Source: an optimization exercise on an open RTL-to-GDS flow (aim: a short achievable clock period). Production flows keep margins and buffers that such runs may drop.
The RTL was checked by simulation tests, not by an equivalence proof against the original design.

Setup of run A:
==> flow/design.v (excerpt) <==
module processador (clk, Reset, Chaves, switch, display1, display2, display3, display4, display5, display6, display7, display8, saida_Display,
saidaPC, Instrucao, EscreveMem, Dados_escrita_mem, Dados_leitura_mem, Resultado_ULA);
Size: roughly 290 I/O pins, about 600000 µm² of cells after synthesis.
==> flow/config.mk <==
export PLATFORM = sky130hd
export DESIGN_NAME = processador
export DESIGN_NICKNAME = processador
export VERILOG_FILES = /design/flow/design.v
export SDC_FILE = /design/flow/constraint.sdc
export NUM_CORES = 8
export LEC_CHECK = 0
export ABC_CLOCK_PERIOD_IN_PS = 1000
export CAP_MARGIN = 40
export CORE_MARGIN = 2
export CORE_UTILIZATION = 30
export PLACE_DENSITY = 0.38
export SLEW_MARGIN = 20
export SYNTH_HIERARCHICAL = 1
export SYNTH_MINIMUM_KEEP_SIZE = 0
==> flow/constraint.sdc <==
create_clock -name core_clock -period 230.0 [get_ports {clk}]
set_input_delay 46.0000 -clock core_clock [delete_from_list [all_inputs] [get_ports {clk}]]
set_output_delay 46.0000 -clock core_clock [all_outputs]
set_load 0.01 [all_outputs]
standard.sh (not shown) runs the stock make flow with config.mk's settings and CLKGATE_MAP_FILE= SYNTH_SCRIPT=/design/flow/synth_recipe.tcl, a recipe that flattens the netlist after the stock synthesis.
==> flow/flow/run.sh <==
#!/bin/bash
set -euo pipefail
bash standard.sh synth > synth.log 2>&1
bash standard.sh SETUP_SLACK_MARGIN=130 POST_GLOBAL_ROUTE_TCL="$PWD/flow/post_grt.tcl" "BUFFER_PORTS_ARGS=-buffer_cell sky130_fd_sc_hd__buf_4" finish > layout.log 2>&1
==> flow/flow/post_grt.tcl <==
# After global routing's timing repair (which may upsize loads behind a weak
# driver): give adder cells that drive many loads their strongest size (the
# parasitic estimate has missed the wire of some such nets), repair max slew
# and capacitance again, re-route the nets that changed, and rewrite the
# route guides for detailed routing.
puts "post_grt: repair after timing repair"
set block [ord::get_db_block]
set n 0
foreach inst [$block getInsts] {
  set mname [[$inst getMaster] getName]
  if {![regexp {^sky130_fd_sc_hd__(ha|fa)_(1|2)$} $mname -> kind drv]} { continue }
  set big 0
  foreach it [$inst getITerms] {
    if {[$it isOutputSignal]} {
      set net [$it getNet]
      if {$net ne "NULL" && [llength [$net getITerms]] > 13} { set big 1 }
    }
  }
  if {$big} {
    replace_cell [$inst getName] sky130_fd_sc_hd__${kind}_4
    incr n
  }
}
puts "post_grt: upsized $n adder cells driving more than 12 loads"
estimate_parasitics -global_routing
report_check_types -max_slew -max_capacitance -violators
repair_design -verbose -cap_margin $::env(CAP_MARGIN) -slew_margin $::env(SLEW_MARGIN)
global_route -start_incremental
detailed_placement
global_route -end_incremental
estimate_parasitics -global_routing
report_check_types -max_slew -max_capacitance -violators
report_worst_slack -max
write_guides $::env(RESULTS_DIR)/route.guide
Run status, run A: aborted in global routing, error EST-0104
Input-level comparison between run B and run A:
Settings: CORE_UTILIZATION now 35, was 30; PLACE_DENSITY now 0.45, was 0.38.
==> flow/flow/run.sh <==
#!/bin/bash
set -euo pipefail
bash standard.sh synth > synth.log 2>&1
bash standard.sh SETUP_SLACK_MARGIN=130 POST_GLOBAL_ROUTE_TCL="$PWD/flow/post_grt.tcl" finish > layout.log 2>&1
==> flow/flow/post_grt.tcl <==
# After global routing's timing repair (which may upsize loads behind a weak
# driver), repair max slew and capacitance again, re-route the nets that
# changed, and rewrite the route guides for detailed routing.
puts "post_grt: repair_design after timing repair"
estimate_parasitics -global_routing
report_check_types -max_slew -max_capacitance -violators
repair_design -verbose -cap_margin $::env(CAP_MARGIN) -slew_margin $::env(SLEW_MARGIN)
global_route -start_incremental
detailed_placement
global_route -end_incremental
estimate_parasitics -global_routing
report_check_types -max_slew -max_capacitance -violators
report_worst_slack -max
write_guides $::env(RESULTS_DIR)/route.guide
Results
Completing all stages was not enough for run B: its layout failed the final checks because of slew limit. Taking run A as 1.0, run B lands at 1.06 on global placement routability congestion. Summary of run B over run A: placement-stage worst setup slack moved down; number of top-level pins level. Diff run B..run A | synthesized instance count | negligible. Run B vs run A: half-perimeter wire length after placement down by a little under 10%. In the flow results for run B and run A, the starting density of the core is smaller on run A. Between run B and run A, the cell area after placement is lower for run B. Die height (run B over run A): decrease, about 7%.
What run C does differently from run B at the input level:
Settings: swapping 35 for 30 in CORE_UTILIZATION; swapping 0.45 for 0.38 in PLACE_DENSITY.
==> flow/flow/run.sh <==
#!/bin/bash
set -euo pipefail
bash standard.sh synth > synth.log 2>&1
bash standard.sh SETUP_SLACK_MARGIN=130 finish > layout.log 2>&1
removed: flow/flow/post_grt.tcl
## What came out
Run comparison: run C last element of the critical path Resultado_ULA[62]; run B last element of the critical path Resultado_ULA[59]
In the tables for run C and run B, effective utilization at floorplan reads higher with run B.
From run B to run C the numbers moved as follows: cell area saw an increase; critical path depth saw a decrease; via density per instance decreased 4.9%; initial antenna violation count has increased.
Run C drops fewer vias than run B.
The post-route clock period utilization on run B is in line with that on run C.
Complete run, failing final checks: run C, reason slew limit.
Input-level comparison between run D and run C:
Settings: a change of CORE_UTILIZATION from 30 to 35; a change of PLACE_DENSITY from 0.38 to 0.45.
==> flow/flow/run.sh <==
#!/bin/bash
set -euo pipefail
bash standard.sh synth > synth.log 2>&1
bash standard.sh SETUP_SLACK_MARGIN=130 POST_GLOBAL_ROUTE_TCL="$PWD/flow/post_grt.tcl" "BUFFER_PORTS_ARGS=-buffer_cell sky130_fd_sc_hd__buf_4" finish > layout.log 2>&1
==> flow/flow/post_grt.tcl (new file) <==
# After global routing's timing repair (which may upsize loads behind a weak
# driver): give adder cells that drive many loads their strongest size (the
# parasitic estimate has missed the wire of some such nets), repair max slew
# and capacitance again, re-route the nets that changed, and rewrite the
# route guides for detailed routing.
puts "post_grt: repair after timing repair"
set block [ord::get_db_block]
set n 0
foreach inst [$block getInsts] {
  set mname [[$inst getMaster] getName]
  if {![regexp {^sky130_fd_sc_hd__(ha|fa)_(1|2)$} $mname -> kind drv]} { continue }
  set big 0
  foreach it [$inst getITerms] {
    if {[$it isOutputSignal]} {
      set net [$it getNet]
      if {$net ne "NULL" && [llength [$net getITerms]] > 13} { set big 1 }
    }
  }
  if {$big} {
    replace_cell [$inst getName] sky130_fd_sc_hd__${kind}_4
    incr n
  }
}
puts "post_grt: upsized $n adder cells driving more than 12 loads"
estimate_parasitics -global_routing
report_check_types -max_slew -max_capacitance -violators
repair_design -verbose -cap_margin $::env(CAP_MARGIN) -slew_margin $::env(SLEW_MARGIN)
global_route -start_incremental
detailed_placement
global_route -end_incremental
estimate_parasitics -global_routing
report_check_types -max_slew -max_capacitance -violators
report_worst_slack -max
write_guides $::env(RESULTS_DIR)/route.guide
[summary]
- Run D: it failed with a tool error in global routing, so there are no final results.
- Run D vs run C — die height dropped by a little under 10%
- Number of resized instances in the post-cts repair step: run D lower than run C
- Changes observed in run D relative to run C: number of buffers inserted by post-CTS setup repair has decreased; count of pins on the block boundary has remained practically unchanged; synthesized cell count has remained practically unchanged.

-- separate check: timing with driven ports --
The results above use ideal ports. As a check the final layouts listed here were re-extracted and re-timed, cells and wires unchanged.
Step 1, drivers: a clkbuf_16 drives clk and a buf_2 each remaining input, both assumed.
Step 2 times the ports against the registers' clock, not the clock port: input delays grow and output delays shrink by t, the midpoint of the rising clock arrivals with the driver on.
Slacks: no drivers / after step 1 / after step 2; pairs: no drivers / after step 1.
| run | t, ns | setup slack, ns | worst setup path at the end |
|---|---|---|---|
| run B | 1.425 | 123.767 / 123.727 / 123.727 | input to output |
| run C | 1.489 | 123.636 / 123.074 / 123.074 | input to output |
The setup slack of run C, which loses most, moves by -0.562 ns with the drivers and by -0.562 ns with both steps.
